This design comes from an exercise in tuning for small area, a short achievable clock period and few clock cycles on the open sky130 flow, not from production work. Where RTL was checked, it was by simulation tests only, not by an equivalence proof against the original.

==> v8 <==
Design SequentialMultiplier, start of the top module:
module SequentialMultiplier(clock, reset, multiplicand, multiplier, product, ready, start);
clock: 4.0 ns
lec_check: 0
cap_margin: 20
core_margin: 2
core_utilization: 40
setup_slack_margin: 1.0
slew_margin: 20
synth_hierarchical: 1
run.sh (not shown) runs the stock make flow with config.mk's settings and CLKGATE_MAP_FILE= SYNTH_SCRIPT=/design/flow/synth_recipe.tcl, a recipe that flattens the netlist after the stock synthesis.
==> inputs of v15, as changes to v8 <==
==> flow/flow/run.sh (new file) <==
#!/bin/bash
# Standard layout (the standard.sh, unchanged synthesis and steps), with
# the port buffers made from sky130_fd_sc_hd__buf_1 instead of the flow's
# default pick. Every tool's output goes to standard.log here.
set -euo pipefail
export BUFFER_PORTS_ARGS="-buffer_cell sky130_fd_sc_hd__buf_1"
bash standard.sh > standard.log 2>&1
==> flow/standard.sh (new file) <==
#!/bin/bash
# synth_recipe.tcl (not shown) runs the flow's synth.tcl, then flattens the netlist and writes it again
# the make line also repeats each setting of config.mk as NAME=value (left out here)
make -C /OpenROAD-flow-scripts/flow DESIGN_CONFIG=/design/flow/config.mk WORK_HOME=/design/flow/orfs CLKGATE_MAP_FILE= SYNTH_SCRIPT=/design/flow/synth_recipe.tcl "${@:-finish}"
--- a/flow/config.mk
+++ b/flow/config.mk
@@ -10,3 +10,3 @@
 export CORE_UTILIZATION = 40
-export SETUP_SLACK_MARGIN = 1.0
+export SETUP_SLACK_MARGIN = 1.2
 export SLEW_MARGIN = 20
removed: flow/run.sh
==> inputs of v4, as changes to v8 <==
==> flow/flow/run.sh (new file) <==
#!/bin/bash
# Standard layout (the standard.sh, unchanged synthesis and steps), with
# the port buffers made from sky130_fd_sc_hd__buf_1 instead of the flow's
# default pick. Every tool's output goes to standard.log here.
set -euo pipefail
export BUFFER_PORTS_ARGS="-buffer_cell sky130_fd_sc_hd__buf_1"
bash standard.sh > standard.log 2>&1
==> flow/standard.sh (new file) <==
#!/bin/bash
# synth_recipe.tcl (not shown) runs the flow's synth.tcl, then flattens the netlist and writes it again
# the make line also repeats each setting of config.mk as NAME=value (left out here)
make -C /OpenROAD-flow-scripts/flow DESIGN_CONFIG=/design/flow/config.mk WORK_HOME=/design/flow/orfs CLKGATE_MAP_FILE= SYNTH_SCRIPT=/design/flow/synth_recipe.tcl "${@:-finish}"
--- a/flow/config.mk
+++ b/flow/config.mk
@@ -10,3 +10,3 @@
 export CORE_UTILIZATION = 40
-export SETUP_SLACK_MARGIN = 1.0
+export SETUP_SLACK_MARGIN = 1.3
 export SLEW_MARGIN = 20
removed: flow/run.sh
==> inputs of v21, as changes to v8 <==
--- a/flow/config.mk
+++ b/flow/config.mk
@@ -10,3 +10,3 @@
 export CORE_UTILIZATION = 40
-export SETUP_SLACK_MARGIN = 1.0
+export SETUP_SLACK_MARGIN = 0.5
 export SLEW_MARGIN = 20
==> comparison table <==
Run status: v21 finished clean; v4 finished clean; v8 finished clean; v15 finished clean
Global-route track usage on met1: v21 0.2655; v4 0.2609; v8 0.2655; v15 0.2645
Delay of the slowest critical-path stage: v21 490 ps; v4 590 ps; v8 490 ps; v15 580 ps
Reg area: v21 5256 µm²; v4 5290 µm²; v8 5256 µm²; v15 5280 µm²
Clock transition at the registers of the reported paths: v21 70 ps; v4 70 ps; v8 70 ps; v15 60 ps
Vias after detailed routing: v21 9,630; v4 9,811; v8 9,654; v15 9,676
Setup crit end: v21 ph_register[30]; v4 ph_register[29]; v8 ph_register[30]; v15 ph_register[30]
Via count of the first global-routing pass: v21 10,003; v4 9,953; v8 10,003; v15 10,011
Worst Setup SP: v21 pend_c[7]; v4 pend_s[7]; v8 pend_c[7]; v15 pend_c[7]
Non-clock buffer count: v21 145; v4 163; v8 145; v15 150
DR WL/cell: v21 18.51 µm; v4 19.07 µm; v8 18.54 µm; v15 18.62 µm
Cell with the largest stage delay on the worst path: v21 sky130_fd_sc_hd__fa_1; v4 sky130_fd_sc_hd__fa_2; v8 sky130_fd_sc_hd__fa_1; v15 sky130_fd_sc_hd__fa_1
Share of the clock period used by the worst path: v21 0.7781; v4 0.6902; v8 0.7219; v15 0.6918
Non-clk buf share: v21 0.08351; v4 0.05058; v8 0.08340; v15 0.03959
Clock Buffer Count: v21 34; v4 27; v8 34; v15 35
Detailed route wirelength on metal3: v21 1767 µm; v4 2215 µm; v8 1876 µm; v15 2110 µm
Latest clock arrival within the worst-skew pair: v21 540 ps; v4 540 ps; v8 530 ps; v15 550 ps
GR Util met2: v21 0.2927; v4 0.2997; v8 0.2927; v15 0.2962
Worst EP arrival: v21 3390 ps; v4 3040 ps; v8 3170 ps; v15 3050 ps
Number of setup buffers added after CTS: v21 0; v4 8; v8 0; v15 4
No run of this note included a check of the RTL's function; only the layout flow was run.

---

==> v23 <==
SequentialMultiplier, a different RTL version from the one above (not shown whole).
make LEC_CHECK=0 CAP_MARGIN=20 CORE_MARGIN=2 CORE_UTILIZATION=40 SLEW_MARGIN=20 SYNTH_HIERARCHICAL=1 finish   # period 4.0 ns
Stock flow here: none of the scripts above is used.
==> v19: changes against v23 <==
--- a/flow/design.v
+++ b/flow/design.v
@@ -302,44 +302,35 @@
     wire fs124, fc124;
     FullAdder fa124 (row3[29], hs6, fc89, fs124, fc124);
     wire fs125, fc125;
     FullAdder fa125 (row2[32], row3[30], hc6, fs125, fc125);
     wire hs8, hc8;
     HalfAdder ha8 (row2[33], row3[31], hs8, hc8);
     wire [41:0] tx = {1'b0, row3[33], row3[32], hs8, fs125, fs124, fc122, fc121, fc120, fc119, fc118, fc117, fc116, fc115, fc114, fc113, fc112, fc111, fc110, fc109, fc108, fc107, fc106, fc105, fc104, fc103, fc102, fc101, fc100, fc99, fc98, fc97, fc96, fc95, fc94, fc93, fc92, fc91, fc90, hc7, hs7, acc_c[0]};
     wire [41:0] ty = {1'b0, 1'b0, hc8, fc125, fc124, fc123, fs123, fs122, fs121, fs120, fs119, fs118, fs117, fs116, fs115, fs114, fs113, fs112, fs111, fs110, fs109, fs108, fs107, fs106, fs105, fs104, fs103, fs102, fs101, fs100, fs99, fs98, fs97, fs96, fs95, fs94, fs93, fs92, fs91, fs90, row0[0], acc_s[0]};
-    wire [39:0] fx = {acc_s[N-1:0], pend_s};
-    wire [39:0] fy = {acc_c[N-1:0], pend_c};
-    wire [39:0] fk = {32'hAAAAAAAC, 8'b0};
-    wire [39:0] fz = {32'b0, pend_n, 5'b0, pend_ci};    
-    wire [39:0] fu = fx ^ fy ^ (fk | fz);
-    wire [40:0] fv = {(fx & fy) | ((fx | fy) & (fk | fz)), 1'b0};
-    wire [39:0] fsum = fu + fv[39:0];
-    wire [7:0] low = fsum[7:0];
-    wire c8 = fsum[8] ^ fu[8] ^ fv[8];                  
-    wire [1:0] low_ci = {1'b0, c8} + {1'b0, fv[8]};   
-    wire [N-1:0] hi = fsum[39:8];
+    wire [9:0] low = pend_s + pend_c + {pend_n, 7'b0} + pend_ci;
+    wire [N-1:0] hi = acc_s[N-1:0] + acc_c[N-1:0] + low[9:8] + 32'hAAAAAAAC;
     assign product = {acc_s[N-1:0], pl_register};
     always_ff @(posedge clock) begin
         if (~busy)
             m_register <= multiplicand;
         one <= one_d;
         two <= two_d;
         neg <= neg_d;
         if (go) begin
             pend_s <= '0;
             pend_c <= '0;
             pend_n <= 1'b0;
             pend_ci <= '0;
         end else begin
             pend_s <= tx[7:0];
             pend_c <= ty[7:0];
             pend_n <= neg[3];
-            pend_ci <= low_ci;
+            pend_ci <= low[9:8];
         end
         if (go) begin
             acc_s <= {2'b0, multiplicand & {N{multiplier[0]}}};
             acc_c <= '0;
         end else if (accumulate) begin
             acc_s <= tx[41:8];
             acc_c <= ty[41:8];
         end else if (resolve) begin
==> qor summary <==
Result of the run: v23 complete, no violations; v19 failed layout checks
Reasons for failing layout checks: v23 -; v19 negative setup slack
Critical path required time: v23 4.19 ns; v19 4.20 ns
Drt pass-1 iters: v23 5; v19 6
Multi-input gate share of total cell area: v23 0.5496; v19 0.5433
Maximum number of pins on one net before global-route repair: v23 60; v19 66
Multi-In Gates: v23 1051; v19 1049
Adder-cell share of the synthesized area: v23 0.2608; v19 0.2611
Simple-gate share of the synthesized area: v23 0.08695; v19 0.09421
Min cycle time layout: v23 3.691 ns; v19 4.565 ns
Clock buffers: v23 17; v19 18
Area growth, synth to finish: v23 14.26%; v19 18.04%
Layout buffering overhead excluding clock cells: v23 0.09746; v19 0.1148
Non-clock buffers: v23 162; v19 206
WL met1: v23 18690 um; v19 18930 um
Crit path buffers/inverters: v23 2; v19 3
Post-synthesis mux area share: v23 0.004317; v19 0.005681
Seq. cell area: v23 0.004259 mm2; v19 0.004263 mm2
Mean area per synthesized cell: v23 9.849 um2; v19 9.839 um2
Testbench counts of v23, summed over its fixed seeds: cycles 28,808.
No functional check of the RTL was part of v19.

port drivers added, routing unchanged:
Ports are ideal in the flow. The routed layouts listed here were re-timed in OpenROAD. Step 1, drivers: a clkbuf_16 drives clock and a buf_2 each remaining input, both assumed. Step 2 moves the port delays by t, midway between the first and last clock arrival at a register: inputs arrive t later, outputs are due t later. That takes back most of the time a late clock gives input paths. Three values: no drivers, after step 1, after step 2; two values: the first two.
run	t (ns)	setup slack, ns	worst setup path after step 2	worst register clock-pin slew, ns	worst data-port slew with drivers (ns)
v8	0.575	1.112 / 1.112 / 1.112	register to register	0.07 / 0.07	0.06
v15	0.587	1.233 / 1.233 / 1.233	register to register	0.07 / 0.07	0.06
v4	0.585	1.239 / 1.239 / 1.239	register to register	0.07 / 0.07	0.05
v21	0.577	0.887 / 0.887 / 0.887	register to register	0.07 / 0.07	0.06
v23	0.497	0.309 / 0.309 / 0.309	register to register	0.08 / 0.08	0.08
v19	0.498	-0.565 / -0.565 / -0.565	register to register	0.08 / 0.08	0.07
